What follows belongs to an exercise in optimizing a design on an open flow for small area, a short achievable clock period and few clock cycles per item; a production flow would make more cautious choices.
The RTL was checked by simulation tests, not by an equivalence proof against the original design.

`design/flow/config.mk`:
```
export PLATFORM = sky130hd
export DESIGN_NAME = phase_ctrl
export DESIGN_NICKNAME = phase_ctrl
export VERILOG_FILES = /design/flow/design.v
export SDC_FILE = /design/flow/constraint.sdc
export NUM_CORES = 4
export LEC_CHECK = 0
export ABC_AREA = 1
export CAP_MARGIN = 20
export CORE_MARGIN = 2
export CORE_UTILIZATION = 60
export CTS_BUF_LIST = sky130_fd_sc_hd__clkbuf_4
export SETUP_SLACK_MARGIN = 4.3
export SLEW_MARGIN = 20
```
`design/flow/constraint.sdc`:
```
create_clock -name core_clock -period 8.0 [get_ports {clk}]
set_input_delay 1.6000 -clock core_clock [delete_from_list [all_inputs] [get_ports {clk}]]
set_output_delay 1.6000 -clock core_clock [all_outputs]
set_load 0.01 [all_outputs]
```
`design/flow/design.v`:
```
module mac_s1(input [23:0] ae, input [23:0] be, input [15:0] W, input [15:0] P, output [79:0] x);
wire p0 = ((ae[0] & W[0])) ^ ae[2];
wire p1 = ((ae[0] & W[1]) | (ae[1] & W[0])) ^ ae[2];
wire p2 = ((ae[0] & W[2]) | (ae[1] & W[1])) ^ ae[2];
wire p3 = ((ae[0] & W[3]) | (ae[1] & W[2])) ^ ae[2];
wire p4 = ((ae[0] & W[4]) | (ae[1] & W[3])) ^ ae[2];
wire p5 = ((ae[0] & W[5]) | (ae[1] & W[4])) ^ ae[2];
wire p6 = ((ae[0] & W[6]) | (ae[1] & W[5])) ^ ae[2];
wire p7 = ((ae[0] & W[7]) | (ae[1] & W[6])) ^ ae[2];
wire p8 = ((ae[0] & W[8]) | (ae[1] & W[7])) ^ ae[2];
wire p9 = ((ae[0] & W[9]) | (ae[1] & W[8])) ^ ae[2];
wire p10 = ((ae[0] & W[10]) | (ae[1] & W[9])) ^ ae[2];
wire p11 = ((ae[0] & W[11]) | (ae[1] & W[10])) ^ ae[2];
wire p12 = ((ae[0] & W[12]) | (ae[1] & W[11])) ^ ae[2];
wire p13 = ((ae[0] & W[13]) | (ae[1] & W[12])) ^ ae[2];
wire p14 = ((ae[0] & W[14]) | (ae[1] & W[13])) ^ ae[2];
wire p15 = ((ae[0] & W[15]) | (ae[1] & W[14])) ^ ae[2];
wire p16 = ~(((ae[0] & W[15]) | (ae[1] & W[15])) ^ ae[2]);
wire p17 = ((ae[3] & W[0])) ^ ae[5];
wire p18 = ((ae[3] & W[1]) | (ae[4] & W[0])) ^ ae[5];
wire p19 = ((ae[3] & W[2]) | (ae[4] & W[1])) ^ ae[5];
wire p20 = ((ae[3] & W[3]) | (ae[4] & W[2])) ^ ae[5];
wire p21 = ((ae[3] & W[4]) | (ae[4] & W[3])) ^ ae[5];
wire p22 = ((ae[3] & W[5]) | (ae[4] & W[4])) ^ ae[5];
wire p23 = ((ae[3] & W[6]) | (ae[4] & W[5])) ^ ae[5];
wire p24 = ((ae[3] & W[7]) | (ae[4] & W[6])) ^ ae[5];
wire p25 = ((ae[3] & W[8]) | (ae[4] & W[7])) ^ ae[5];
wire p26 = ((ae[3] & W[9]) | (ae[4] & W[8])) ^ ae[5];
wire p27 = ((ae[3] & W[10]) | (ae[4] & W[9])) ^ ae[5];
wire p28 = ((ae[3] & W[11]) | (ae[4] & W[10])) ^ ae[5];
wire p29 = ((ae[3] & W[12]) | (ae[4] & W[11])) ^ ae[5];
wire p30 = ((ae[3] & W[13]) | (ae[4] & W[12])) ^ ae[5];
wire p31 = ((ae[3] & W[14]) | (ae[4] & W[13])) ^ ae[5];
wire p32 = ((ae[3] & W[15]) | (ae[4] & W[14])) ^ ae[5];
wire p33 = ~(((ae[3] & W[15]) | (ae[4] & W[15])) ^ ae[5]);
wire p34 = ((ae[6] & W[0])) ^ ae[8];
wire p35 = ((ae[6] & W[1]) | (ae[7] & W[0])) ^ ae[8];
wire p36 = ((ae[6] & W[2]) | (ae[7] & W[1])) ^ ae[8];
wire p37 = ((ae[6] & W[3]) | (ae[7] & W[2])) ^ ae[8];
wire p38 = ((ae[6] & W[4]) | (ae[7] & W[3])) ^ ae[8];
wire p39 = ((ae[6] & W[5]) | (ae[7] & W[4])) ^ ae[8];
wire p40 = ((ae[6] & W[6]) | (ae[7] & W[5])) ^ ae[8];
wire p41 = ((ae[6] & W[7]) | (ae[7] & W[6])) ^ ae[8];
wire p42 = ((ae[6] & W[8]) | (ae[7] & W[7])) ^ ae[8];
wire p43 = ((ae[6] & W[9]) | (ae[7] & W[8])) ^ ae[8];
wire p44 = ((ae[6] & W[10]) | (ae[7] & W[9])) ^ ae[8];
wire p45 = ((ae[6] & W[11]) | (ae[7] & W[10])) ^ ae[8];
wire p46 = ((ae[6] & W[12]) | (ae[7] & W[11])) ^ ae[8];
wire p47 = ((ae[6] & W[13]) | (ae[7] & W[12])) ^ ae[8];
wire p48 = ((ae[6] & W[14]) | (ae[7] & W[13])) ^ ae[8];
wire p49 = ((ae[6] & W[15]) | (ae[7] & W[14])) ^ ae[8];
wire p50 = ~(((ae[6] & W[15]) | (ae[7] & W[15])) ^ ae[8]);
wire p51 = ((ae[9] & W[0])) ^ ae[11];
wire p52 = ((ae[9] & W[1]) | (ae[10] & W[0])) ^ ae[11];
wire p53 = ((ae[9] & W[2]) | (ae[10] & W[1])) ^ ae[11];
wire p54 = ((ae[9] & W[3]) | (ae[10] & W[2])) ^ ae[11];
wire p55 = ((ae[9] & W[4]) | (ae[10] & W[3])) ^ ae[11];
wire p56 = ((ae[9] & W[5]) | (ae[10] & W[4])) ^ ae[11];
wire p57 = ((ae[9] & W[6]) | (ae[10] & W[5])) ^ ae[11];
wire p58 = ((ae[9] & W[7]) | (ae[10] & W[6])) ^ ae[11];
wire p59 = ((ae[9] & W[8]) | (ae[10] & W[7])) ^ ae[11];
wire p60 = ((ae[9] & W[9]) | (ae[10] & W[8])) ^ ae[11];
wire p61 = ((ae[9] & W[10]) | (ae[10] & W[9])) ^ ae[11];
wire p62 = ((ae[9] & W[11]) | (ae[10] & W[10])) ^ ae[11];
wire p63 = ((ae[9] & W[12]) | (ae[10] & W[11])) ^ ae[11];
wire p64 = ((ae[9] & W[13]) | (ae[10] & W[12])) ^ ae[11];
wire p65 = ((ae[9] & W[14]) | (ae[10] & W[13])) ^ ae[11];
wire p66 = ((ae[9] & W[15]) | (ae[10] & W[14])) ^ ae[11];
wire p67 = ~(((ae[9] & W[15]) | (ae[10] & W[15])) ^ ae[11]);
wire p68 = ((ae[12] & W[0])) ^ ae[14];
wire p69 = ((ae[12] & W[1]) | (ae[13] & W[0])) ^ ae[14];
wire p70 = ((ae[12] & W[2]) | (ae[13] & W[1])) ^ ae[14];
wire p71 = ((ae[12] & W[3]) | (ae[13] & W[2])) ^ ae[14];
wire p72 = ((ae[12] & W[4]) | (ae[13] & W[3])) ^ ae[14];
wire p73 = ((ae[12] & W[5]) | (ae[13] & W[4])) ^ ae[14];
wire p74 = ((ae[12] & W[6]) | (ae[13] & W[5])) ^ ae[14];
wire p75 = ((ae[12] & W[7]) | (ae[13] & W[6])) ^ ae[14];
wire p76 = ((ae[12] & W[8]) | (ae[13] & W[7])) ^ ae[14];
wire p77 = ((ae[12] & W[9]) | (ae[13] & W[8])) ^ ae[14];
wire p78 = ((ae[12] & W[10]) | (ae[13] & W[9])) ^ ae[14];
wire p79 = ((ae[12] & W[11]) | (ae[13] & W[10])) ^ ae[14];
wire p80 = ((ae[12] & W[12]) | (ae[13] & W[11])) ^ ae[14];
wire p81 = ((ae[12] & W[13]) | (ae[13] & W[12])) ^ ae[14];
wire p82 = ((ae[12] & W[14]) | (ae[13] & W[13])) ^ ae[14];
wire p83 = ((ae[12] & W[15]) | (ae[13] & W[14])) ^ ae[14];
wire p84 = ((ae[15] & W[0])) ^ ae[17];
wire p85 = ((ae[15] & W[1]) | (ae[16] & W[0])) ^ ae[17];
wire p86 = ((ae[15] & W[2]) | (ae[16] & W[1])) ^ ae[17];
wire p87 = ((ae[15] & W[3]) | (ae[16] & W[2])) ^ ae[17];
wire p88 = ((ae[15] & W[4]) | (ae[16] & W[3])) ^ ae[17];
wire p89 = ((ae[15] & W[5]) | (ae[16] & W[4])) ^ ae[17];
wire p90 = ((ae[15] & W[6]) | (ae[16] & W[5])) ^ ae[17];
wire p91 = ((ae[15] & W[7]) | (ae[16] & W[6])) ^ ae[17];
wire p92 = ((ae[15] & W[8]) | (ae[16] & W[7])) ^ ae[17];
wire p93 = ((ae[15] & W[9]) | (ae[16] & W[8])) ^ ae[17];
wire p94 = ((ae[15] & W[10]) | (ae[16] & W[9])) ^ ae[17];
wire p95 = ((ae[15] & W[11]) | (ae[16] & W[10])) ^ ae[17];
wire p96 = ((ae[15] & W[12]) | (ae[16] & W[11])) ^ ae[17];
wire p97 = ((ae[15] & W[13]) | (ae[16] & W[12])) ^ ae[17];
wire p98 = ((ae[18] & W[0])) ^ ae[20];
wire p99 = ((ae[18] & W[1]) | (ae[19] & W[0])) ^ ae[20];
wire p100 = ((ae[18] & W[2]) | (ae[19] & W[1])) ^ ae[20];
wire p101 = ((ae[18] & W[3]) | (ae[19] & W[2])) ^ ae[20];
wire p102 = ((ae[18] & W[4]) | (ae[19] & W[3])) ^ ae[20];
wire p103 = ((ae[18] & W[5]) | (ae[19] & W[4])) ^ ae[20];
wire p104 = ((ae[18] & W[6]) | (ae[19] & W[5])) ^ ae[20];
wire p105 = ((ae[18] & W[7]) | (ae[19] & W[6])) ^ ae[20];
wire p106 = ((ae[18] & W[8]) | (ae[19] & W[7])) ^ ae[20];
wire p107 = ((ae[18] & W[9]) | (ae[19] & W[8])) ^ ae[20];
wire p108 = ((ae[18] & W[10]) | (ae[19] & W[9])) ^ ae[20];
wire p109 = ((ae[18] & W[11]) | (ae[19] & W[10])) ^ ae[20];
wire p110 = ((ae[21] & W[0])) ^ ae[23];
wire p111 = ((ae[21] & W[1]) | (ae[22] & W[0])) ^ ae[23];
wire p112 = ((ae[21] & W[2]) | (ae[22] & W[1])) ^ ae[23];
wire p113 = ((ae[21] & W[3]) | (ae[22] & W[2])) ^ ae[23];
wire p114 = ((ae[21] & W[4]) | (ae[22] & W[3])) ^ ae[23];
wire p115 = ((ae[21] & W[5]) | (ae[22] & W[4])) ^ ae[23];
wire p116 = ((ae[21] & W[6]) | (ae[22] & W[5])) ^ ae[23];
wire p117 = ((ae[21] & W[7]) | (ae[22] & W[6])) ^ ae[23];
wire p118 = ((ae[21] & W[8]) | (ae[22] & W[7])) ^ ae[23];
wire p119 = ((ae[21] & W[9]) | (ae[22] & W[8])) ^ ae[23];
wire p120 = ((be[0] & P[0])) ^ be[2];
wire p121 = ((be[0] & P[1]) | (be[1] & P[0])) ^ be[2];
wire p122 = ((be[0] & P[2]) | (be[1] & P[1])) ^ be[2];
wire p123 = ((be[0] & P[3]) | (be[1] & P[2])) ^ be[2];
wire p124 = ((be[0] & P[4]) | (be[1] & P[3])) ^ be[2];
wire p125 = ((be[0] & P[5]) | (be[1] & P[4])) ^ be[2];
wire p126 = ((be[0] & P[6]) | (be[1] & P[5])) ^ be[2];
wire p127 = ((be[0] & P[7]) | (be[1] & P[6])) ^ be[2];
wire p128 = ((be[0] & P[8]) | (be[1] & P[7])) ^ be[2];
wire p129 = ((be[0] & P[9]) | (be[1] & P[8])) ^ be[2];
wire p130 = ((be[0] & P[10]) | (be[1] & P[9])) ^ be[2];
wire p131 = ((be[0] & P[11]) | (be[1] & P[10])) ^ be[2];
wire p132 = ((be[0] & P[12]) | (be[1] & P[11])) ^ be[2];
wire p133 = ((be[0] & P[13]) | (be[1] & P[12])) ^ be[2];
wire p134 = ((be[0] & P[14]) | (be[1] & P[13])) ^ be[2];
wire p135 = ((be[0] & P[15]) | (be[1] & P[14])) ^ be[2];
wire p136 = ~(((be[0] & P[15]) | (be[1] & P[15])) ^ be[2]);
wire p137 = ((be[3] & P[0])) ^ be[5];
wire p138 = ((be[3] & P[1]) | (be[4] & P[0])) ^ be[5];
wire p139 = ((be[3] & P[2]) | (be[4] & P[1])) ^ be[5];
wire p140 = ((be[3] & P[3]) | (be[4] & P[2])) ^ be[5];
wire p141 = ((be[3] & P[4]) | (be[4] & P[3])) ^ be[5];
wire p142 = ((be[3] & P[5]) | (be[4] & P[4])) ^ be[5];
wire p143 = ((be[3] & P[6]) | (be[4] & P[5])) ^ be[5];
wire p144 = ((be[3] & P[7]) | (be[4] & P[6])) ^ be[5];
wire p145 = ((be[3] & P[8]) | (be[4] & P[7])) ^ be[5];
wire p146 = ((be[3] & P[9]) | (be[4] & P[8])) ^ be[5];
wire p147 = ((be[3] & P[10]) | (be[4] & P[9])) ^ be[5];
wire p148 = ((be[3] & P[11]) | (be[4] & P[10])) ^ be[5];
wire p149 = ((be[3] & P[12]) | (be[4] & P[11])) ^ be[5];
wire p150 = ((be[3] & P[13]) | (be[4] & P[12])) ^ be[5];
wire p151 = ((be[3] & P[14]) | (be[4] & P[13])) ^ be[5];
wire p152 = ((be[3] & P[15]) | (be[4] & P[14])) ^ be[5];
wire p153 = ~(((be[3] & P[15]) | (be[4] & P[15])) ^ be[5]);
wire p154 = ((be[6] & P[0])) ^ be[8];
wire p155 = ((be[6] & P[1]) | (be[7] & P[0])) ^ be[8];
wire p156 = ((be[6] & P[2]) | (be[7] & P[1])) ^ be[8];
wire p157 = ((be[6] & P[3]) | (be[7] & P[2])) ^ be[8];
wire p158 = ((be[6] & P[4]) | (be[7] & P[3])) ^ be[8];
wire p159 = ((be[6] & P[5]) | (be[7] & P[4])) ^ be[8];
wire p160 = ((be[6] & P[6]) | (be[7] & P[5])) ^ be[8];
wire p161 = ((be[6] & P[7]) | (be[7] & P[6])) ^ be[8];
wire p162 = ((be[6] & P[8]) | (be[7] & P[7])) ^ be[8];
wire p163 = ((be[6] & P[9]) | (be[7] & P[8])) ^ be[8];
wire p164 = ((be[6] & P[10]) | (be[7] & P[9])) ^ be[8];
wire p165 = ((be[6] & P[11]) | (be[7] & P[10])) ^ be[8];
wire p166 = ((be[6] & P[12]) | (be[7] & P[11])) ^ be[8];
wire p167 = ((be[6] & P[13]) | (be[7] & P[12])) ^ be[8];
wire p168 = ((be[6] & P[14]) | (be[7] & P[13])) ^ be[8];
wire p169 = ((be[6] & P[15]) | (be[7] & P[14])) ^ be[8];
wire p170 = ~(((be[6] & P[15]) | (be[7] & P[15])) ^ be[8]);
wire p171 = ((be[9] & P[0])) ^ be[11];
wire p172 = ((be[9] & P[1]) | (be[10] & P[0])) ^ be[11];
wire p173 = ((be[9] & P[2]) | (be[10] & P[1])) ^ be[11];
wire p174 = ((be[9] & P[3]) | (be[10] & P[2])) ^ be[11];
wire p175 = ((be[9] & P[4]) | (be[10] & P[3])) ^ be[11];
wire p176 = ((be[9] & P[5]) | (be[10] & P[4])) ^ be[11];
wire p177 = ((be[9] & P[6]) | (be[10] & P[5])) ^ be[11];
wire p178 = ((be[9] & P[7]) | (be[10] & P[6])) ^ be[11];
wire p179 = ((be[9] & P[8]) | (be[10] & P[7])) ^ be[11];
wire p180 = ((be[9] & P[9]) | (be[10] & P[8])) ^ be[11];
wire p181 = ((be[9] & P[10]) | (be[10] & P[9])) ^ be[11];
wire p182 = ((be[9] & P[11]) | (be[10] & P[10])) ^ be[11];
wire p183 = ((be[9] & P[12]) | (be[10] & P[11])) ^ be[11];
wire p184 = ((be[9] & P[13]) | (be[10] & P[12])) ^ be[11];
wire p185 = ((be[9] & P[14]) | (be[10] & P[13])) ^ be[11];
wire p186 = ((be[9] & P[15]) | (be[10] & P[14])) ^ be[11];
wire p187 = ~(((be[9] & P[15]) | (be[10] & P[15])) ^ be[11]);
wire p188 = ((be[12] & P[0])) ^ be[14];
wire p189 = ((be[12] & P[1]) | (be[13] & P[0])) ^ be[14];
wire p190 = ((be[12] & P[2]) | (be[13] & P[1])) ^ be[14];
wire p191 = ((be[12] & P[3]) | (be[13] & P[2])) ^ be[14];
wire p192 = ((be[12] & P[4]) | (be[13] & P[3])) ^ be[14];
wire p193 = ((be[12] & P[5]) | (be[13] & P[4])) ^ be[14];
wire p194 = ((be[12] & P[6]) | (be[13] & P[5])) ^ be[14];
wire p195 = ((be[12] & P[7]) | (be[13] & P[6])) ^ be[14];
wire p196 = ((be[12] & P[8]) | (be[13] & P[7])) ^ be[14];
wire p197 = ((be[12] & P[9]) | (be[13] & P[8])) ^ be[14];
wire p198 = ((be[12] & P[10]) | (be[13] & P[9])) ^ be[14];
wire p199 = ((be[12] & P[11]) | (be[13] & P[10])) ^ be[14];
wire p200 = ((be[12] & P[12]) | (be[13] & P[11])) ^ be[14];
wire p201 = ((be[12] & P[13]) | (be[13] & P[12])) ^ be[14];
wire p202 = ((be[12] & P[14]) | (be[13] & P[13])) ^ be[14];
wire p203 = ((be[12] & P[15]) | (be[13] & P[14])) ^ be[14];
wire p204 = ((be[15] & P[0])) ^ be[17];
wire p205 = ((be[15] & P[1]) | (be[16] & P[0])) ^ be[17];
wire p206 = ((be[15] & P[2]) | (be[16] & P[1])) ^ be[17];
wire p207 = ((be[15] & P[3]) | (be[16] & P[2])) ^ be[17];
wire p208 = ((be[15] & P[4]) | (be[16] & P[3])) ^ be[17];
wire p209 = ((be[15] & P[5]) | (be[16] & P[4])) ^ be[17];
wire p210 = ((be[15] & P[6]) | (be[16] & P[5])) ^ be[17];
wire p211 = ((be[15] & P[7]) | (be[16] & P[6])) ^ be[17];
wire p212 = ((be[15] & P[8]) | (be[16] & P[7])) ^ be[17];
wire p213 = ((be[15] & P[9]) | (be[16] & P[8])) ^ be[17];
wire p214 = ((be[15] & P[10]) | (be[16] & P[9])) ^ be[17];
wire p215 = ((be[15] & P[11]) | (be[16] & P[10])) ^ be[17];
wire p216 = ((be[15] & P[12]) | (be[16] & P[11])) ^ be[17];
wire p217 = ((be[15] & P[13]) | (be[16] & P[12])) ^ be[17];
wire p218 = ((be[18] & P[0])) ^ be[20];
wire p219 = ((be[18] & P[1]) | (be[19] & P[0])) ^ be[20];
wire p220 = ((be[18] & P[2]) | (be[19] & P[1])) ^ be[20];
wire p221 = ((be[18] & P[3]) | (be[19] & P[2])) ^ be[20];
wire p222 = ((be[18] & P[4]) | (be[19] & P[3])) ^ be[20];
wire p223 = ((be[18] & P[5]) | (be[19] & P[4])) ^ be[20];
wire p224 = ((be[18] & P[6]) | (be[19] & P[5])) ^ be[20];
wire p225 = ((be[18] & P[7]) | (be[19] & P[6])) ^ be[20];
wire p226 = ((be[18] & P[8]) | (be[19] & P[7])) ^ be[20];
wire p227 = ((be[18] & P[9]) | (be[19] & P[8])) ^ be[20];
wire p228 = ((be[18] & P[10]) | (be[19] & P[9])) ^ be[20];
wire p229 = ((be[18] & P[11]) | (be[19] & P[10])) ^ be[20];
wire p230 = ((be[21] & P[0])) ^ be[23];
wire p231 = ((be[21] & P[1]) | (be[22] & P[0])) ^ be[23];
wire p232 = ((be[21] & P[2]) | (be[22] & P[1])) ^ be[23];
wire p233 = ((be[21] & P[3]) | (be[22] & P[2])) ^ be[23];
wire p234 = ((be[21] & P[4]) | (be[22] & P[3])) ^ be[23];
wire p235 = ((be[21] & P[5]) | (be[22] & P[4])) ^ be[23];
wire p236 = ((be[21] & P[6]) | (be[22] & P[5])) ^ be[23];
wire p237 = ((be[21] & P[7]) | (be[22] & P[6])) ^ be[23];
wire p238 = ((be[21] & P[8]) | (be[22] & P[7])) ^ be[23];
wire p239 = ((be[21] & P[9]) | (be[22] & P[8])) ^ be[23];
wire p240 = ae[2] ^ be[2] ^ p0;
wire p241 = (ae[2] & be[2]) | (ae[2] & p0) | (be[2] & p0);
wire p242 = p1 ^ p121;
wire p243 = p1 & p121;
wire p244 = ae[5] ^ be[5] ^ p122;
wire p245 = (ae[5] & be[5]) | (ae[5] & p122) | (be[5] & p122);
wire p246 = p137 ^ p17 ^ p2;
wire p247 = (p137 & p17) | (p137 & p2) | (p17 & p2);
wire p248 = p243 ^ p244;
wire p249 = p243 & p244;
wire p250 = p123 ^ p138 ^ p18;
wire p251 = (p123 & p138) | (p123 & p18) | (p138 & p18);
wire p252 = p3 ^ p245 ^ p247;
wire p253 = (p3 & p245) | (p3 & p247) | (p245 & p247);
wire p254 = p250 ^ p249;
wire p255 = p250 & p249;
wire p256 = ae[8] ^ be[8] ^ p124;
wire p257 = (ae[8] & be[8]) | (ae[8] & p124) | (be[8] & p124);
wire p258 = p139 ^ p154 ^ p19;
wire p259 = (p139 & p154) | (p139 & p19) | (p154 & p19);
wire p260 = p34 ^ p4 ^ p251;
wire p261 = (p34 & p4) | (p34 & p251) | (p4 & p251);
wire p262 = p256 ^ p258 ^ p253;
wire p263 = (p256 & p258) | (p256 & p253) | (p258 & p253);
wire p264 = p255 ^ p260;
wire p265 = p255 & p260;
wire p266 = p125 ^ p140 ^ p155;
wire p267 = (p125 & p140) | (p125 & p155) | (p140 & p155);
wire p268 = p20 ^ p35 ^ p5;
wire p269 = (p20 & p35) | (p20 & p5) | (p35 & p5);
wire p270 = p257 ^ p259 ^ p266;
wire p271 = (p257 & p259) | (p257 & p266) | (p259 & p266);
wire p272 = p268 ^ p261 ^ p270;
wire p273 = (p268 & p261) | (p268 & p270) | (p261 & p270);
wire p274 = p265 ^ p263;
wire p275 = p265 & p263;
wire p276 = ae[11] ^ be[11] ^ p126;
wire p277 = (ae[11] & be[11]) | (ae[11] & p126) | (be[11] & p126);
wire p278 = p141 ^ p156 ^ p171;
wire p279 = (p141 & p156) | (p141 & p171) | (p156 & p171);
wire p280 = p21 ^ p36 ^ p51;
wire p281 = (p21 & p36) | (p21 & p51) | (p36 & p51);
wire p282 = p6 ^ p267 ^ p269;
wire p283 = (p6 & p267) | (p6 & p269) | (p267 & p269);
wire p284 = p276 ^ p278 ^ p280;
wire p285 = (p276 & p278) | (p276 & p280) | (p278 & p280);
wire p286 = p271 ^ p282 ^ p284;
wire p287 = (p271 & p282) | (p271 & p284) | (p282 & p284);
wire p288 = p275 ^ p273;
wire p289 = p275 & p273;
wire p290 = p127 ^ p142 ^ p157;
wire p291 = (p127 & p142) | (p127 & p157) | (p142 & p157);
wire p292 = p172 ^ p22 ^ p37;
wire p293 = (p172 & p22) | (p172 & p37) | (p22 & p37);
wire p294 = p52 ^ p7 ^ p277;
wire p295 = (p52 & p7) | (p52 & p277) | (p7 & p277);
wire p296 = p279 ^ p281 ^ p290;
wire p297 = (p279 & p281) | (p279 & p290) | (p281 & p290);
wire p298 = p292 ^ p283 ^ p285;
wire p299 = (p292 & p283) | (p292 & p285) | (p283 & p285);
wire p300 = p294 ^ p296 ^ p287;
wire p301 = (p294 & p296) | (p294 & p287) | (p296 & p287);
wire p302 = p298 ^ p289;
wire p303 = p298 & p289;
wire p304 = ae[14] ^ be[14] ^ p128;
wire p305 = (ae[14] & be[14]) | (ae[14] & p128) | (be[14] & p128);
wire p306 = p143 ^ p158 ^ p173;
wire p307 = (p143 & p158) | (p143 & p173) | (p158 & p173);
wire p308 = p188 ^ p23 ^ p38;
wire p309 = (p188 & p23) | (p188 & p38) | (p23 & p38);
wire p310 = p53 ^ p68 ^ p8;
wire p311 = (p53 & p68) | (p53 & p8) | (p68 & p8);
wire p312 = p291 ^ p293 ^ p304;
wire p313 = (p291 & p293) | (p291 & p304) | (p293 & p304);
wire p314 = p306 ^ p308 ^ p310;
wire p315 = (p306 & p308) | (p306 & p310) | (p308 & p310);
wire p316 = p295 ^ p297 ^ p312;
wire p317 = (p295 & p297) | (p295 & p312) | (p297 & p312);
wire p318 = p314 ^ p299;
wire p319 = p314 & p299;
wire p320 = p129 ^ p144 ^ p159;
wire p321 = (p129 & p144) | (p129 & p159) | (p144 & p159);
wire p322 = p174 ^ p189 ^ p24;
wire p323 = (p174 & p189) | (p174 & p24) | (p189 & p24);
wire p324 = p39 ^ p54 ^ p69;
wire p325 = (p39 & p54) | (p39 & p69) | (p54 & p69);
wire p326 = p9 ^ p305 ^ p307;
wire p327 = (p9 & p305) | (p9 & p307) | (p305 & p307);
wire p328 = p309 ^ p311 ^ p320;
wire p329 = (p309 & p311) | (p309 & p320) | (p311 & p320);
wire p330 = p322 ^ p324 ^ p313;
wire p331 = (p322 & p324) | (p322 & p313) | (p324 & p313);
wire p332 = p315 ^ p326 ^ p328;
wire p333 = (p315 & p326) | (p315 & p328) | (p326 & p328);
wire p334 = ae[17] ^ be[17] ^ p10;
wire p335 = (ae[17] & be[17]) | (ae[17] & p10) | (be[17] & p10);
wire p336 = p130 ^ p145 ^ p160;
wire p337 = (p130 & p145) | (p130 & p160) | (p145 & p160);
wire p338 = p175 ^ p190 ^ p204;
wire p339 = (p175 & p190) | (p175 & p204) | (p190 & p204);
wire p340 = p25 ^ p40 ^ p55;
wire p341 = (p25 & p40) | (p25 & p55) | (p40 & p55);
wire p342 = p70 ^ p84 ^ p321;
wire p343 = (p70 & p84) | (p70 & p321) | (p84 & p321);
wire p344 = p323 ^ p325 ^ p334;
wire p345 = (p323 & p325) | (p323 & p334) | (p325 & p334);
wire p346 = p336 ^ p338 ^ p340;
wire p347 = (p336 & p338) | (p336 & p340) | (p338 & p340);
wire p348 = p327 ^ p329 ^ p342;
wire p349 = (p327 & p329) | (p327 & p342) | (p329 & p342);
wire p350 = p344 ^ p346;
wire p351 = p344 & p346;
wire p352 = p11 ^ p131 ^ p146;
wire p353 = (p11 & p131) | (p11 & p146) | (p131 & p146);
wire p354 = p161 ^ p176 ^ p191;
wire p355 = (p161 & p176) | (p161 & p191) | (p176 & p191);
wire p356 = p205 ^ p26 ^ p41;
wire p357 = (p205 & p26) | (p205 & p41) | (p26 & p41);
wire p358 = p56 ^ p71 ^ p85;
wire p359 = (p56 & p71) | (p56 & p85) | (p71 & p85);
wire p360 = p335 ^ p337 ^ p339;
wire p361 = (p335 & p337) | (p335 & p339) | (p337 & p339);
wire p362 = p341 ^ p352 ^ p354;
wire p363 = (p341 & p352) | (p341 & p354) | (p352 & p354);
wire p364 = p356 ^ p358 ^ p343;
wire p365 = (p356 & p358) | (p356 & p343) | (p358 & p343);
wire p366 = p345 ^ p347 ^ p360;
wire p367 = (p345 & p347) | (p345 & p360) | (p347 & p360);
wire p368 = p362 ^ p351;
wire p369 = p362 & p351;
wire p370 = ae[20] ^ be[20] ^ p12;
wire p371 = (ae[20] & be[20]) | (ae[20] & p12) | (be[20] & p12);
wire p372 = p132 ^ p147 ^ p162;
wire p373 = (p132 & p147) | (p132 & p162) | (p147 & p162);
wire p374 = p177 ^ p192 ^ p206;
wire p375 = (p177 & p192) | (p177 & p206) | (p192 & p206);
wire p376 = p218 ^ p27 ^ p42;
wire p377 = (p218 & p27) | (p218 & p42) | (p27 & p42);
wire p378 = p57 ^ p72 ^ p86;
wire p379 = (p57 & p72) | (p57 & p86) | (p72 & p86);
wire p380 = p98 ^ p353 ^ p355;
wire p381 = (p98 & p353) | (p98 & p355) | (p353 & p355);
wire p382 = p357 ^ p359 ^ p370;
wire p383 = (p357 & p359) | (p357 & p370) | (p359 & p370);
wire p384 = p372 ^ p374 ^ p376;
wire p385 = (p372 & p374) | (p372 & p376) | (p374 & p376);
wire p386 = p378 ^ p361 ^ p363;
wire p387 = (p378 & p361) | (p378 & p363) | (p361 & p363);
wire p388 = p380 ^ p382 ^ p384;
wire p389 = (p380 & p382) | (p380 & p384) | (p382 & p384);
wire p390 = p365 ^ p367;
wire p391 = p365 & p367;
wire p392 = p13 ^ p133 ^ p148;
wire p393 = (p13 & p133) | (p13 & p148) | (p133 & p148);
wire p394 = p163 ^ p178 ^ p193;
wire p395 = (p163 & p178) | (p163 & p193) | (p178 & p193);
wire p396 = p207 ^ p219 ^ p28;
wire p397 = (p207 & p219) | (p207 & p28) | (p219 & p28);
wire p398 = p43 ^ p58 ^ p73;
wire p399 = (p43 & p58) | (p43 & p73) | (p58 & p73);
wire p400 = p87 ^ p99 ^ p371;
wire p401 = (p87 & p99) | (p87 & p371) | (p99 & p371);
wire p402 = p373 ^ p375 ^ p377;
wire p403 = (p373 & p375) | (p373 & p377) | (p375 & p377);
wire p404 = p379 ^ p392 ^ p394;
wire p405 = (p379 & p392) | (p379 & p394) | (p392 & p394);
wire p406 = p396 ^ p398 ^ p381;
wire p407 = (p396 & p398) | (p396 & p381) | (p398 & p381);
wire p408 = p383 ^ p385 ^ p400;
wire p409 = (p383 & p385) | (p383 & p400) | (p385 & p400);
wire p410 = p402 ^ p404 ^ p387;
wire p411 = (p402 & p404) | (p402 & p387) | (p404 & p387);
wire p412 = p406 ^ p389;
wire p413 = p406 & p389;
wire p414 = ae[23] ^ be[23] ^ p100;
wire p415 = (ae[23] & be[23]) | (ae[23] & p100) | (be[23] & p100);
wire p416 = p110 ^ p134 ^ p14;
wire p417 = (p110 & p134) | (p110 & p14) | (p134 & p14);
wire p418 = p149 ^ p164 ^ p179;
wire p419 = (p149 & p164) | (p149 & p179) | (p164 & p179);
wire p420 = p194 ^ p208 ^ p220;
wire p421 = (p194 & p208) | (p194 & p220) | (p208 & p220);
wire p422 = p230 ^ p29 ^ p44;
wire p423 = (p230 & p29) | (p230 & p44) | (p29 & p44);
wire p424 = p59 ^ p74 ^ p88;
wire p425 = (p59 & p74) | (p59 & p88) | (p74 & p88);
wire p426 = p393 ^ p395 ^ p397;
wire p427 = (p393 & p395) | (p393 & p397) | (p395 & p397);
wire p428 = p399 ^ p414 ^ p416;
wire p429 = (p399 & p414) | (p399 & p416) | (p414 & p416);
wire p430 = p418 ^ p420 ^ p422;
wire p431 = (p418 & p420) | (p418 & p422) | (p420 & p422);
wire p432 = p424 ^ p401 ^ p403;
wire p433 = (p424 & p401) | (p424 & p403) | (p401 & p403);
wire p434 = p405 ^ p426 ^ p428;
wire p435 = (p405 & p426) | (p405 & p428) | (p426 & p428);
wire p436 = p430 ^ p407 ^ p409;
wire p437 = (p430 & p407) | (p430 & p409) | (p407 & p409);
wire p438 = p432 ^ p434;
wire p439 = p432 & p434;
wire p440 = p101 ^ p111 ^ p135;
wire p441 = (p101 & p111) | (p101 & p135) | (p111 & p135);
wire p442 = p15 ^ p150 ^ p165;
wire p443 = (p15 & p150) | (p15 & p165) | (p150 & p165);
wire p444 = p180 ^ p195 ^ p209;
wire p445 = (p180 & p195) | (p180 & p209) | (p195 & p209);
wire p446 = p221 ^ p231 ^ p30;
wire p447 = (p221 & p231) | (p221 & p30) | (p231 & p30);
wire p448 = p45 ^ p60 ^ p75;
wire p449 = (p45 & p60) | (p45 & p75) | (p60 & p75);
wire p450 = p89 ^ p415 ^ p417;
wire p451 = (p89 & p415) | (p89 & p417) | (p415 & p417);
wire p452 = p419 ^ p421 ^ p423;
wire p453 = (p419 & p421) | (p419 & p423) | (p421 & p423);
wire p454 = p425 ^ p440 ^ p442;
wire p455 = (p425 & p440) | (p425 & p442) | (p440 & p442);
wire p456 = p444 ^ p446 ^ p448;
wire p457 = (p444 & p446) | (p444 & p448) | (p446 & p448);
wire p458 = p427 ^ p429 ^ p431;
wire p459 = (p427 & p429) | (p427 & p431) | (p429 & p431);
wire p460 = p450 ^ p452 ^ p454;
wire p461 = (p450 & p452) | (p450 & p454) | (p452 & p454);
wire p462 = p456 ^ p433 ^ p435;
wire p463 = (p456 & p433) | (p456 & p435) | (p433 & p435);
wire p464 = p458 ^ p460;
wire p465 = p458 & p460;
wire p466 = p102 ^ p112 ^ p136;
wire p467 = (p102 & p112) | (p102 & p136) | (p112 & p136);
wire p468 = p151 ^ p16 ^ p166;
wire p469 = (p151 & p16) | (p151 & p166) | (p16 & p166);
wire p470 = p181 ^ p196 ^ p210;
wire p471 = (p181 & p196) | (p181 & p210) | (p196 & p210);
wire p472 = p222 ^ p232 ^ p31;
wire p473 = (p222 & p232) | (p222 & p31) | (p232 & p31);
wire p474 = p46 ^ p61 ^ p76;
wire p475 = (p46 & p61) | (p46 & p76) | (p61 & p76);
wire p476 = p90 ^ p441 ^ p443;
wire p477 = (p90 & p441) | (p90 & p443) | (p441 & p443);
wire p478 = p445 ^ p447 ^ p449;
wire p479 = (p445 & p447) | (p445 & p449) | (p447 & p449);
wire p480 = p466 ^ p468 ^ p470;
wire p481 = (p466 & p468) | (p466 & p470) | (p468 & p470);
wire p482 = p472 ^ p474 ^ p451;
wire p483 = (p472 & p474) | (p472 & p451) | (p474 & p451);
wire p484 = p453 ^ p455 ^ p457;
wire p485 = (p453 & p455) | (p453 & p457) | (p455 & p457);
wire p486 = p476 ^ p478 ^ p480;
wire p487 = (p476 & p478) | (p476 & p480) | (p478 & p480);
wire p488 = p459 ^ p482 ^ p461;
wire p489 = (p459 & p482) | (p459 & p461) | (p482 & p461);
wire p490 = p484 ^ p486;
wire p491 = p484 & p486;
wire p492 = ~(p103 ^ p113);
wire p493 = p103 | p113;
wire p494 = p152 ^ p167 ^ p182;
wire p495 = (p152 & p167) | (p152 & p182) | (p167 & p182);
wire p496 = p197 ^ p211 ^ p223;
wire p497 = (p197 & p211) | (p197 & p223) | (p211 & p223);
wire p498 = p233 ^ p32 ^ p47;
wire p499 = (p233 & p32) | (p233 & p47) | (p32 & p47);
wire p500 = p62 ^ p77 ^ p91;
wire p501 = (p62 & p77) | (p62 & p91) | (p77 & p91);
wire p502 = p467 ^ p469 ^ p471;
wire p503 = (p467 & p469) | (p467 & p471) | (p469 & p471);
wire p504 = p473 ^ p475 ^ p492;
wire p505 = (p473 & p475) | (p473 & p492) | (p475 & p492);
wire p506 = p494 ^ p496 ^ p498;
wire p507 = (p494 & p496) | (p494 & p498) | (p496 & p498);
wire p508 = p500 ^ p477 ^ p479;
wire p509 = (p500 & p477) | (p500 & p479) | (p477 & p479);
wire p510 = p481 ^ p502 ^ p504;
wire p511 = (p481 & p502) | (p481 & p504) | (p502 & p504);
wire p512 = p506 ^ p483 ^ p485;
wire p513 = (p506 & p483) | (p506 & p485) | (p483 & p485);
wire p514 = p508 ^ p487 ^ p510;
wire p515 = (p508 & p487) | (p508 & p510) | (p487 & p510);
wire p516 = ~(p104 ^ p114);
wire p517 = p104 | p114;
wire p518 = p153 ^ p168 ^ p183;
wire p519 = (p153 & p168) | (p153 & p183) | (p168 & p183);
wire p520 = p198 ^ p212 ^ p224;
wire p521 = (p198 & p212) | (p198 & p224) | (p212 & p224);
wire p522 = p234 ^ p33 ^ p48;
wire p523 = (p234 & p33) | (p234 & p48) | (p33 & p48);
wire p524 = p63 ^ p78 ^ p92;
wire p525 = (p63 & p78) | (p63 & p92) | (p78 & p92);
wire p526 = p493 ^ p495 ^ p497;
wire p527 = (p493 & p495) | (p493 & p497) | (p495 & p497);
wire p528 = p499 ^ p501 ^ p516;
wire p529 = (p499 & p501) | (p499 & p516) | (p501 & p516);
wire p530 = p518 ^ p520 ^ p522;
wire p531 = (p518 & p520) | (p518 & p522) | (p520 & p522);
wire p532 = p524 ^ p503 ^ p505;
wire p533 = (p524 & p503) | (p524 & p505) | (p503 & p505);
wire p534 = p507 ^ p526 ^ p528;
wire p535 = (p507 & p526) | (p507 & p528) | (p526 & p528);
wire p536 = p530 ^ p509 ^ p511;
wire p537 = (p530 & p509) | (p530 & p511) | (p509 & p511);
wire p538 = p532 ^ p534;
wire p539 = p532 & p534;
wire p540 = p105 ^ p115 ^ p169;
wire p541 = (p105 & p115) | (p105 & p169) | (p115 & p169);
wire p542 = p184 ^ p199 ^ p213;
wire p543 = (p184 & p199) | (p184 & p213) | (p199 & p213);
wire p544 = p225 ^ p235 ^ p49;
wire p545 = (p225 & p235) | (p225 & p49) | (p235 & p49);
wire p546 = p64 ^ p79 ^ p93;
wire p547 = (p64 & p79) | (p64 & p93) | (p79 & p93);
wire p548 = p517 ^ p519 ^ p521;
wire p549 = (p517 & p519) | (p517 & p521) | (p519 & p521);
wire p550 = p523 ^ p525 ^ p540;
wire p551 = (p523 & p525) | (p523 & p540) | (p525 & p540);
wire p552 = p542 ^ p544 ^ p546;
wire p553 = (p542 & p544) | (p542 & p546) | (p544 & p546);
wire p554 = p527 ^ p529 ^ p531;
wire p555 = (p527 & p529) | (p527 & p531) | (p529 & p531);
wire p556 = p548 ^ p550 ^ p552;
wire p557 = (p548 & p550) | (p548 & p552) | (p550 & p552);
wire p558 = p533 ^ p535 ^ p554;
wire p559 = (p533 & p535) | (p533 & p554) | (p535 & p554);
wire p560 = ~(p106 ^ p116);
wire p561 = p106 | p116;
wire p562 = p170 ^ p185 ^ p200;
wire p563 = (p170 & p185) | (p170 & p200) | (p185 & p200);
wire p564 = p214 ^ p226 ^ p236;
wire p565 = (p214 & p226) | (p214 & p236) | (p226 & p236);
wire p566 = p50 ^ p65 ^ p80;
wire p567 = (p50 & p65) | (p50 & p80) | (p65 & p80);
wire p568 = p94 ^ p541 ^ p543;
wire p569 = (p94 & p541) | (p94 & p543) | (p541 & p543);
wire p570 = p545 ^ p547 ^ p560;
wire p571 = (p545 & p547) | (p545 & p560) | (p547 & p560);
wire p572 = p562 ^ p564 ^ p566;
wire p573 = (p562 & p564) | (p562 & p566) | (p564 & p566);
wire p574 = p549 ^ p551 ^ p553;
wire p575 = (p549 & p551) | (p549 & p553) | (p551 & p553);
wire p576 = p568 ^ p570 ^ p572;
wire p577 = (p568 & p570) | (p568 & p572) | (p570 & p572);
wire p578 = p555 ^ p557;
wire p579 = p555 & p557;
wire p580 = p107 ^ p117 ^ p186;
wire p581 = (p107 & p117) | (p107 & p186) | (p117 & p186);
wire p582 = p201 ^ p215 ^ p227;
wire p583 = (p201 & p215) | (p201 & p227) | (p215 & p227);
wire p584 = p237 ^ p66 ^ p81;
wire p585 = (p237 & p66) | (p237 & p81) | (p66 & p81);
wire p586 = p95 ^ p561 ^ p563;
wire p587 = (p95 & p561) | (p95 & p563) | (p561 & p563);
wire p588 = p565 ^ p567 ^ p580;
wire p589 = (p565 & p567) | (p565 & p580) | (p567 & p580);
wire p590 = p582 ^ p584 ^ p569;
wire p591 = (p582 & p584) | (p582 & p569) | (p584 & p569);
wire p592 = p571 ^ p573 ^ p586;
wire p593 = (p571 & p573) | (p571 & p586) | (p573 & p586);
wire p594 = p588 ^ p575 ^ p590;
wire p595 = (p588 & p575) | (p588 & p590) | (p575 & p590);
wire p596 = ~(p108 ^ p118);
wire p597 = p108 | p118;
wire p598 = p187 ^ p202 ^ p216;
wire p599 = (p187 & p202) | (p187 & p216) | (p202 & p216);
wire p600 = p228 ^ p238 ^ p67;
wire p601 = (p228 & p238) | (p228 & p67) | (p238 & p67);
wire p602 = p82 ^ p96 ^ p581;
wire p603 = (p82 & p96) | (p82 & p581) | (p96 & p581);
wire p604 = p583 ^ p585 ^ p596;
wire p605 = (p583 & p585) | (p583 & p596) | (p585 & p596);
wire p606 = p598 ^ p600 ^ p587;
wire p607 = (p598 & p600) | (p598 & p587) | (p600 & p587);
wire p608 = p589 ^ p602 ^ p604;
wire p609 = (p589 & p602) | (p589 & p604) | (p602 & p604);
wire p610 = p591 ^ p593;
wire p611 = p591 & p593;
wire p612 = p109 ^ p119 ^ p203;
wire p613 = (p109 & p119) | (p109 & p203) | (p119 & p203);
wire p614 = p217 ^ p229 ^ p239;
wire p615 = (p217 & p229) | (p217 & p239) | (p229 & p239);
wire p616 = p83 ^ p97 ^ p597;
wire p617 = (p83 & p97) | (p83 & p597) | (p97 & p597);
wire p618 = p599 ^ p601 ^ p612;
wire p619 = (p599 & p601) | (p599 & p612) | (p601 & p612);
wire p620 = p614 ^ p603 ^ p605;
wire p621 = (p614 & p603) | (p614 & p605) | (p603 & p605);
wire p622 = p616 ^ p618 ^ p607;
wire p623 = (p616 & p618) | (p616 & p607) | (p618 & p607);
assign x = {p622, p611, p620, p609, p595, p610, p608, p606, p594, p579, p592, p577, p559, p578, p576, p574, p558, p537, p539, p556, p536, p515, p538, p513, p514, p512, p489, p491, p488, p490, p463, p465, p462, p464, p439, p437, p438, p436, p411, p413, p410, p412, p391, p408, p390, p388, p386, p369, p368, p366, p364, p349, p348, p333, p350, p331, p332, p319, p330, p317, p303, p301, p318, p316, p302, p300, p288, p286, p274, p272, p262, p264, p254, p252, p248, p246, p241, p242, p240, p120};
endmodule
module mac_s2(input [79:0] x, output [15:0] y);
wire q0 = x[16] ^ x[17] ^ x[18];
wire q1 = (x[16] & x[17]) | (x[16] & x[18]) | (x[17] & x[18]);
wire q2 = x[20] ^ x[21] ^ x[22];
wire q3 = (x[20] & x[21]) | (x[20] & x[22]) | (x[21] & x[22]);
wire q4 = x[23] ^ q1;
wire q5 = x[23] & q1;
wire q6 = x[24] ^ x[25] ^ x[26];
wire q7 = (x[24] & x[25]) | (x[24] & x[26]) | (x[25] & x[26]);
wire q8 = x[27] ^ q3 ^ q6;
wire q9 = (x[27] & q3) | (x[27] & q6) | (q3 & q6);
wire q10 = x[28] ^ x[29] ^ x[30];
wire q11 = (x[28] & x[29]) | (x[28] & x[30]) | (x[29] & x[30]);
wire q12 = x[31] ^ q7 ^ q10;
wire q13 = (x[31] & q7) | (x[31] & q10) | (q7 & q10);
wire q14 = x[32] ^ x[33] ^ x[34];
wire q15 = (x[32] & x[33]) | (x[32] & x[34]) | (x[33] & x[34]);
wire q16 = x[35] ^ q11 ^ q14;
wire q17 = (x[35] & q11) | (x[35] & q14) | (q11 & q14);
wire q18 = x[36] ^ x[37] ^ x[38];
wire q19 = (x[36] & x[37]) | (x[36] & x[38]) | (x[37] & x[38]);
wire q20 = x[39] ^ q15 ^ q18;
wire q21 = (x[39] & q15) | (x[39] & q18) | (q15 & q18);
wire q22 = x[40] ^ x[41] ^ x[42];
wire q23 = (x[40] & x[41]) | (x[40] & x[42]) | (x[41] & x[42]);
wire q24 = x[43] ^ q19 ^ q22;
wire q25 = (x[43] & q19) | (x[43] & q22) | (q19 & q22);
wire q26 = x[44] ^ x[45] ^ x[46];
wire q27 = (x[44] & x[45]) | (x[44] & x[46]) | (x[45] & x[46]);
wire q28 = x[47] ^ q23 ^ q26;
wire q29 = (x[47] & q23) | (x[47] & q26) | (q23 & q26);
wire q30 = x[48] ^ x[49] ^ x[50];
wire q31 = (x[48] & x[49]) | (x[48] & x[50]) | (x[49] & x[50]);
wire q32 = x[51] ^ q27 ^ q30;
wire q33 = (x[51] & q27) | (x[51] & q30) | (q27 & q30);
wire q34 = x[52] ^ x[53] ^ x[54];
wire q35 = (x[52] & x[53]) | (x[52] & x[54]) | (x[53] & x[54]);
wire q36 = x[55] ^ q31 ^ q34;
wire q37 = (x[55] & q31) | (x[55] & q34) | (q31 & q34);
wire q38 = x[56] ^ x[57] ^ x[58];
wire q39 = (x[56] & x[57]) | (x[56] & x[58]) | (x[57] & x[58]);
wire q40 = x[59] ^ q35 ^ q38;
wire q41 = (x[59] & q35) | (x[59] & q38) | (q35 & q38);
wire q42 = x[60] ^ x[61] ^ x[62];
wire q43 = (x[60] & x[61]) | (x[60] & x[62]) | (x[61] & x[62]);
wire q44 = x[63] ^ q39 ^ q42;
wire q45 = (x[63] & q39) | (x[63] & q42) | (q39 & q42);
wire q46 = x[64] ^ x[65] ^ x[66];
wire q47 = (x[64] & x[65]) | (x[64] & x[66]) | (x[65] & x[66]);
wire q48 = x[67] ^ q43 ^ q46;
wire q49 = (x[67] & q43) | (x[67] & q46) | (q43 & q46);
wire q50 = x[68] ^ x[69] ^ x[70];
wire q51 = (x[68] & x[69]) | (x[68] & x[70]) | (x[69] & x[70]);
wire q52 = x[71] ^ q47 ^ q50;
wire q53 = (x[71] & q47) | (x[71] & q50) | (q47 & q50);
wire q54 = x[72] ^ x[73] ^ x[74];
wire q55 = (x[72] & x[73]) | (x[72] & x[74]) | (x[73] & x[74]);
wire q56 = x[75] ^ q51 ^ q54;
wire q57 = (x[75] & q51) | (x[75] & q54) | (q51 & q54);
wire q58 = x[76] ^ x[77] ^ x[78];
wire q59 = (x[76] & x[77]) | (x[76] & x[78]) | (x[77] & x[78]);
wire q60 = x[79] ^ q55 ^ q58;
wire q61 = (x[79] & q55) | (x[79] & q58) | (q55 & q58);
wire [23:0] sum = {q57, q53, q49, q45, q41, q37, q33, q29, q25, q21, q17, q13, q9, q5, q2, x[19], x[14], x[12], x[10], x[8], x[6], x[4], x[2], x[0]} + {q60, q56, q52, q48, q44, q40, q36, q32, q28, q24, q20, q16, q12, q8, q4, q0, x[15], x[13], x[11], x[9], x[7], x[5], x[3], x[1]};
assign y = sum[23:8];
endmodule
`timescale 1ns/1ps
module phase_ctrl(
                  input             clk,
                  input             resetn,
                  input             i2c_wr,
                  input  [15:0]     i2c_wdata,
                  input  [3:0]      i2c_addr,
                  input             fifo_empty,
                  input  [17:0]     fifo_rdata,
                  output            fifo_rden,
                  output     [17:0] fifo_wdata,
                  output            fifo_wren,
                  input             fifo_almost_full
                 );
localparam NX = 80;
wire [23:0] enc_a, enc_b;
genvar k;
generate
    for (k = 0; k < 8; k = k + 1) begin : benc
        wire hi  = i2c_wdata[2*k+1];
        wire mid = i2c_wdata[2*k];
        wire lo  = (k == 0) ? 1'b0 : i2c_wdata[(k == 0) ? 0 : 2*k-1];
        wire one = mid ^ lo;
        wire two = (hi & ~mid & ~lo) | (~hi & mid & lo);
        assign enc_a[3*k+2:3*k] = {hi, two, one};
        assign enc_b[3*k+2:3*k] = {~hi, two, one};
    end
endgenerate
reg [23:0] ae;   
reg [23:0] be;   
always @(posedge clk or negedge resetn) begin
    if (!resetn) begin
        ae <= 24'h001000;
        be <= 24'h925924;
    end else if (i2c_wr) begin
        if (i2c_addr == 4'd0) ae <= enc_a;
        if (i2c_addr == 4'd1) be <= enc_b;
    end
end
reg [8:0] sr;
reg [2:0] credit;        
reg       hv;            
reg       adv;           
wire mid = |sr[4:0];
wire ov = |sr[8:3];      
wire can_wr = |credit;
wire idle = ~|sr;
assign fifo_rden = (adv & mid) | (adv & ~fifo_empty);
assign fifo_wren = ov & can_wr;
wire       ov_n = adv ? |sr[7:2] : ov;
wire [2:0] credit_n = (fifo_almost_full ? (idle ? 3'd0 : credit) : 3'd6) - {2'b00, fifo_wren};
always @(posedge clk or negedge resetn) begin
    if (!resetn) begin
        sr <= 9'd0;
        hv <= 1'b0;
    end else if (adv) begin
        sr <= {sr[7:0], ~mid & ~fifo_empty};
        if (sr[6]) hv <= 1'b1;
    end
end
always @(posedge clk or negedge resetn) begin
    if (!resetn) begin
        credit <= 3'd0;
        adv <= 1'b1;
    end else begin
        credit <= credit_n;
        adv <= ~ov_n | (|credit_n);
    end
end
reg  [15:0]   W;
reg  [15:0]   H0, H1, H2, H3, H4;
reg  [NX-1:0] X;
reg  [15:0]   Y, D;
wire [NX-1:0] x_n;
wire [15:0]   y_n;
wire        rot = sr[1] | sr[2] | sr[3] | sr[5] | sr[6];
wire [15:0] P = H0 & {16{hv}};
mac_s1 s1(.ae(ae), .be(be), .W(W), .P(P), .x(x_n));
mac_s2 s2(.x(X), .y(y_n));
always @(posedge clk) begin
    if (adv) begin
        W <= fifo_rdata[15:0];
        X <= x_n;
        Y <= y_n;
        D <= Y;
        if (rot) begin
            H0 <= H1;
            H1 <= H2;
            H2 <= H3;
            H3 <= H4;
            H4 <= W;
        end
    end
end
assign fifo_wdata = sr[3] ? {2'b01, fifo_rdata[15:0]} :
                    (sr[4] | sr[5] | sr[6]) ? {2'b00, D} :
                    {sr[8], 1'b0, Y};
endmodule
```
`design/flow/run.sh`:
```
#!/bin/bash
# synth_recipe.tcl (not shown) runs the flow's synth.tcl, then flattens the netlist and writes it again
# the make line also repeats each setting of config.mk as NAME=value (left out here)
make -C /OpenROAD-flow-scripts/flow DESIGN_CONFIG=/design/flow/config.mk WORK_HOME=/design/flow/orfs CLKGATE_MAP_FILE= SYNTH_SCRIPT=/design/flow/synth_recipe.tcl finish
```
==> out/metrics.yaml, run 1 <==
io_buffers: 60
whs_ns: 0.410
critPathKind: "primary input to output pin"
worst_slew_pin_slew_ns: 1.06
crit_fanout: 2
r2r-start: "be[2]"
ant_nets: 0
antenna_found_initial: 2
cts.htree.levels: 3
async_reset_ff_share_pct: 23.0
yosysMostFrequentCell: "inv_1"
end_kind: "output pin"
fillerInstances: 2706
hold_buffers: 0
grt_pass1_wl_um: 91100
rsz0062_at_grt: "yes"
coreArea_um2: 33600
routed_wl_um: 58400
syn2layout_area_growth_pct: 10.9
cts_tree: "yes"
synth-edff-count: 208
synth_top_cell_area_share_pct: 30.4
arrival_ns: 2.11
min_period_over_period_pct: 46.4
first_pass_iters: 6
dr.first_iter.drc_count: 1639
ys_top_cells_by_area: "edfxtp_1 30%, fa_1 19%, xor2_1 10%, inv_1 6.9%, dfrtp_1 6.2%"
hold_violations: 0
cts_buffers: 74
rows: 67
status: "no timing/DRC/antenna violations"
cp_cell_sequence: "buf_2 > nor2_2 > a31oi_2 > buf_2"
gp_congestion: 0.960
crit_end: "fifo_wdata[10]"
wl_per_cell_um: 22.0
synthCells: 2054
grt_pass1_vias: 15819
synth_area_um2: 20600
grt_usage_pct: 34.3
synth_seq_cells: 270
skew_ns: 0.0391
r2r_slack_ns: 4.37
worstRegToRegCells: 7
clk_pin_slew_ns: 0.06
startpoint: "fifo_rdata[10]"
tns_ns: 0
slew_headroom_pct: 29.2
r2r-end: "X[55]"
yosys-top-cells-count: "376 x inv_1, 328 x nand2_1, 238 x xor2_1"
avgSynthCellArea_um2: 10.0
dieHeight_um: 189
slowest_delay_ns: 0.19
cts_sinks: 270
synth_area_leader_cell: "edfxtp_1"
slowest_stage: "a31oi_2"
slew_violations: 0
vias_per_cell: 5.83
max_freq_ghz: 0.270
setup_viol: 0
initial_core_util_pct: 61.2
synthFlopType: "edfxtp_1"
chipWidth_um: 189
worst_setup_path_start_kind: "primary input"
crit_top_cell: "buf_2"
yosys_warnings: 1
hpwlAfterDp_um: 42000
grt.overflow.total: 0
grt_max_degree: 83
drcViolationCount: 0
holdCritPathClass: "flip-flop to flip-flop"
dieArea_um2: 35800
synthesis.nets: 2335
ioPinCount: 63
nets: 2437
seq_area_frac_synth_pct: 38.0
yosysUniqueCellTypes: 36
crit_required_ns: 6.40
cts-root-buf: "clkbuf_4"
maxCapViolations: 0
cts_max_path_buffers: 3
clk_latency_ns: 0.78
layout-drive-gt1-share_pct: 14.4
fin_crit_ns: 3.71
fin_util_pct: 67.9
dr_total_vias: 15503
[cell type report]
type | count | area, um2 | share of cell area [%]
repair buffers | 120 | 1010 | 4.41
clock inverters | 33 | 218 | 0.954
flip-flops and latches | 270 | 7830 | 34.3
clock buffers | 97 | 728 | 3.19
repair inverters | 1 | 7.51 | 0.0329
multi-input cells | 1298 | 10900 | 47.8
diodes | 2 | 5.00 | 0.0219
well taps | 448 | 561 | 2.46
inverters | 391 | 1550 | 6.78
[logic make-up after synthesis]
| family | synth area share, % |
|---|---|
| buffers and inverters | 9.66 |
| AND/OR/NAND/NOR | 10.1 |
| AO/OA/AOI/OAI | 10.4 |
| flip-flops | 38.0 |
| XOR/XNOR | 10.4 |
| adder cells (fa/ha/maj) | 21.4 |
[worst max-delay path: cells and delay by family]
kind            cells  cell delay (ns)
buf+inv             2             0.27
simple gates        1             0.05
compound gates      1             0.19
[sequential cells by signal, summed over array words and instances (netlist names)]
signal  cells
Y          16
be         24
W          16
credit      3
H1         16
H3         16
D          16
X          80
adv         1
ae         24
H0         16
H2         16
hv          1
H4         16
sr          9
[through the flow]
| step | setup slack (ns) | cells | instance area (um2) |
|---|---|---|---|
| finish | 4.29 | 2660 | 22800 |
| global route | 4.20 | 2660 | 22800 |
| CTS | 4.28 | 2647 | 22600 |
| detailed placement | 3.41 | 2476 | 21300 |
| global placement | 3.46 | 2476 | 21300 |
| floorplan | 4.51 | 2054 | 20600 |
[how the worst min path moves through the flow]
stage / slack [ns] / from / cells past startpoint / end
after floorplan: 0.40 / H1[0] / 0 / H0[0]
after global placement: 0.40 / H3[0] / 0 / H2[0]
after detailed placement: 0.40 / H1[5] / 0 / H0[5]
after CTS: 0.40 / H1[5] / 0 / H0[5]
after global routing: 0.43 / H3[5] / 0 / H2[5]
final: 0.41 / H2[9] / 0 / H1[9]
[layer usage]
layer | vias to the layer above | global-route usage (%) | share of wire, %
met2 | 722 | 52.6 | 46
li1 | 6909 | - | -
met5 | - | 0 | 0
met4 | 0 | 19.8 | 6.3
met3 | 176 | 7.27 | 8.2
met1 | 7696 | 45.5 | 40
[what timing repair did]
| item | 4_1_cts | 5_1_grt |
|---|---|---|
| setup endpoints to repair | 69 | 34 |
| setup buffers | 38 | 11 |
| pin swaps | 14 | 11 |
| cloned | 3 | 0 |
| resized for setup | 180 | 38 |
[cell usage in the layout, fill, tap and decap left out, types with 9 or more instances in the layout]
cell | synthesis | routed
inv_1 | 376 | 357
nand2_1 | 328 | 311
xor2_1 | 238 | 237
edfxtp_1 | 208 | 208
fa_1 | 191 | 189
o22ai_1 | 185 | 183
clkbuf_4 | 0 | 97
o21ai_0 | 69 | 69
nand3_1 | 55 | 54
nor2_1 | 56 | 52
dfrtp_1 | 51 | 49
buf_4 | 5 | 49
ha_1 | 47 | 47
a21oi_1 | 37 | 37
buf_2 | 34 | 32
clkinv_1 | 10 | 28
o22ai_2 | 23 | 25
clkdlybuf4s50_1 | 0 | 23
clkinvlp_4 | 0 | 19
a31oi_1 | 18 | 16
nand2_2 | 1 | 15
nand4_1 | 11 | 11
nand2_8 | 9 | 9
inv_2 | 4 | 9
Testbench counts, summed over its fixed seeds: cycles 2,336, frames 384.
==> run 2: changes to the inputs <==
--- a/design/flow/config.mk
+++ b/design/flow/config.mk
@@ -5,7 +5,7 @@
 export SDC_FILE = /design/flow/constraint.sdc
 export NUM_CORES = 4
 export LEC_CHECK = 0
-export ABC_AREA = 1
+export ABC_CLOCK_PERIOD_IN_PS = 3600
 export CAP_MARGIN = 20
 export CORE_MARGIN = 2
 export CORE_UTILIZATION = 60
==> out/metrics.yaml, run 2 <==
slew_headroom_pct: 26.3  # -2.9 points
dieArea_um2: 34900  # -2.5%
grt_max_degree: 81  # -2.4%
final_cells: 2356  # -11%
clk_pin_slew_ns: 0.07  # about the same
async_reset_ff_share_pct: 23.0  # unchanged
critPathKind: "flip-flop to output pin"
drcViolationCount: 0  # unchanged
tns_ns: 0  # unchanged
synth_top_cell_area_share_pct: 31.2  # +0.80 points
skew_ns: 0.0548  # +0.0157 ns
crit_required_ns: 6.40  # about the same
cts_buffers: 72  # -2.7%
maxCapViolations: 0  # unchanged
coreArea_um2: 32700  # -2.7%
cts-root-buf: "clkbuf_4"
antenna_found_initial: 2  # unchanged
grt.overflow.total: 0  # unchanged
dr_total_vias: 13882  # -10%
min_period_over_period_pct: 47.1  # +0.74 points
synthFlopType: "edfxtp_1"
wl_met3_um: 4180  # -13%
io_buffers: 60  # unchanged
synth_area_um2: 20000  # -2.6%
holdCritPathClass: "flip-flop to flip-flop"
grt_usage_pct: 30.9  # -3.4 points
syn2layout_area_growth_pct: 11.3
synth_seq_cells: 270  # unchanged
synthesis.nets: 2083  # -11%
crit_top_cell: "buf_12"
slowest_stage: "dfrtp_1"
yosysMostFrequentCell: "inv_1"
ant_nets: 0  # unchanged
rows: 66  # -1.5%
rsz0062_at_grt: "yes"
seq_area_frac_synth_pct: 39.0  # +1.0 points
initial_core_util_pct: 61.3  # +0.090 points
chipWidth_um: 187  # -1.3%
top_register: "X"
worst_slew_pin_slew_ns: 1.10  # +0.0435 ns
avgSynthCellArea_um2: 11.1  # +11%
largest_reg_flops: 80  # unchanged
slew_violations: 0  # unchanged
cts_tree: "yes"
wl_met2_um: 24500  # -8.8%
grt_pass1_wl_um: 81900  # -10%
synthCells: 1802  # -12%
synth_compound_area_share_pct: 12.5  # +2.1 points
cts.htree.levels: 3  # unchanged
hold_buffers: 0  # unchanged
final_cell_mix: "227 x inv_1, 208 x edfxtp_1, 207 x xnor2_1"
dieHeight_um: 187  # -1.3%
yosys.area_share.adder_pct: 22.0  # +0.57 points
setup_viol: 0  # unchanged
hpwlAfterDp_um: 35600  # -15%
cts_sinks: 270  # unchanged
highest_layer: "met4"
status: "no timing/DRC/antenna violations"
grt_pass1_vias: 14282  # -9.7%
synth_top_family_by_area: "adder cells"
worst_setup_path_start_kind: "flip-flop"
wl_met1_um: 21700  # -6.2%
fin_crit_ns: 3.77  # +0.0591 ns
layout_commonest_cell: "inv_1"
crit_fanout: 6  # +4
top_regs: "X: 80 flops, ae: 24 flops, be: 24 flops"
gp_congestion: 0.929  # -3.3%
synth_xor_area_share_pct: 12.2  # +1.8 points
first_pass_iters: 6  # unchanged
cts_max_path_buffers: 3  # unchanged
vias_per_cell: 5.89  # +1.1%
synth-simple-area-share_pct: 5.34  # -4.8 points
yosys-top-cells-count: "230 x inv_1, 208 x edfxtp_1, 207 x xnor2_1"
layout-drive-gt1-share_pct: 14.4  # about the same
clk_latency_ns: 0.79  # about the same
crit_family: "flip-flops"
synth-edff-count: 208  # unchanged
critPathBufInv: 3  # +1
muxShareOfSynthArea_pct: 1.52  # +1.5 points
arrival_ns: 2.17  # +0.06 ns
ys_top_cells_by_area: "edfxtp_1 31%, fa_1 19%, xnor2_1 9.0%, dfrtp_1 6.4%, a22o_1 4.6%"
yosysUniqueCellTypes: 55  # +53%
ioPinCount: 63  # unchanged
slowest_delay_ns: 0.46  # +0.27 ns
yosys_warnings: 1  # unchanged
synth_area_leader_cell: "edfxtp_1"
place_inst: 2164  # -13%
nets: 2144  # -12%
cp_cell_sequence: "nor3_4 > buf_12 > buf_12 > mux2i_4 > o21ai_1 > buf_2"
dr.first_iter.drc_count: 1375  # -16%
routed_wl_um: 52600  # -10%
wl_per_cell_um: 22.3  # +1.6%
whs_ns: 0.395  # -0.0149 ns
max_freq_ghz: 0.265  # -1.6%
end_kind: "output pin"
hold_violations: 0  # unchanged
==> run 2: cell types whose count changed after synthesis, sizes merged, moves of 17 or more <==
cell / change
xor2: -165
nand2: -157
a22oi: +111
a22o: +105
xnor2: +200
mux2i: +17
clkbuf: +92
buf: -32
nor2: -32
inv: -147
o22ai: -206
nand3: -45
==> run 2: worst register-to-register path, cell delays in order, from the launching register on <==
cell and delay [ns]:
edfxtp_1 1.08, a22oi_1 0.23, xnor2_1 0.20, fa_1 0.44, fa_1 0.52, inv_1 0.05, fa_1 0.35, inv_1 0.08
fa_1 0.44
==> run 2: kinds of logic (layout without fill, tap and decap cells) <==
family / count (synthesis) / count (layout)
buf+inv: 390 / 501
compound gates: 346 / 346
xor+xnor: 280 / 280
flops: 270 / 270
simple gates: 249 / 249
fa+ha+maj: 238 / 238
mux: 29 / 29
other cells: 0 / 1
==> run 2: final cells by class <==
cell class / instances / area (um2)
clock buffer: 104 / 781
fill: 2605 / 10400
timing repair buffer: 142 / 1300
antenna: 1 / 2.50
multi-input combinational: 1142 / 10800
inverter: 235 / 897
sequential: 270 / 7840
clock inverter: 20 / 116
tap: 442 / 553
==> run 2: worst paths after layout <==
path / startpoint / endpoint / slack [ns] / depth (start not counted)
setup / recovery: sr[4] / fifo_wdata[7] / 4.23 / 6
hold / removal: H1[4] / H0[4] / 0.40 / 0
setup reg to reg: W[6] / X[63] / 4.32 / 8
hold reg to reg: H1[4] / H0[4] / 0.40 / 0
max in group asynchronous: resetn / sr[3] / 6.36 / 2
min in group asynchronous: resetn / ae[2] / 1.00 / 2
==> run 2: what timing repair did <==
item | 4_1_cts | 5_1_grt
resized for setup | 129 | 27
setup buffers | 22 | 45
pin swaps | 2 | 8
endpoints found under the setup margin | 69 | 30
==> run 2: layer usage <==
metal  track usage (%)  up-vias
met2              49.0      674
met1              42.2     6914
li1                  -     6142
met3              5.45      152
met4              13.7        0
met5                 0        -
==> run 2: metrics by stage <==
stage	setup WS, ns	util, %	area (um2)
after floorplan	4.47	-	20100
after global placement	3.32	63.3	20700
after detailed placement	3.32	63.3	20700
after CTS	4.19	66.7	21800
after global routing	4.14	68.2	22300
final	4.23	68.2	22300

re-timing with driven ports:
The results above use ideal ports. As a check the final layouts listed here were re-extracted and re-timed, cells and wires unchanged. Step 1: set_driving_cell puts a clkbuf_16 on clk and a buf_2 on each other input, an assumption about the parent block. Step 2 also shifts input and output timing later by t, the mid clock arrival at the registers, as if the neighbouring blocks saw the same clock. Slacks: ideal ports / drivers / drivers and shift; pairs: ideal ports / drivers.
run | shift t [ns] | setup WS [ns] | worst setup path at the end | worst data-port slew with drivers (ns) | cell pins on the clock port's net
run 1 | 0.816 | 4.291 / 4.261 / 4.076 | input to register | 0.06 | 1
run 2 | 0.812 | 4.232 / 4.180 / 4.171 | input to register | 0.04 | 1
After both steps setup and hold are still met in every run listed. For run 1, which loses most, drivers alone change the setup slack by -0.030 ns; drivers and shift together by -0.215 ns.
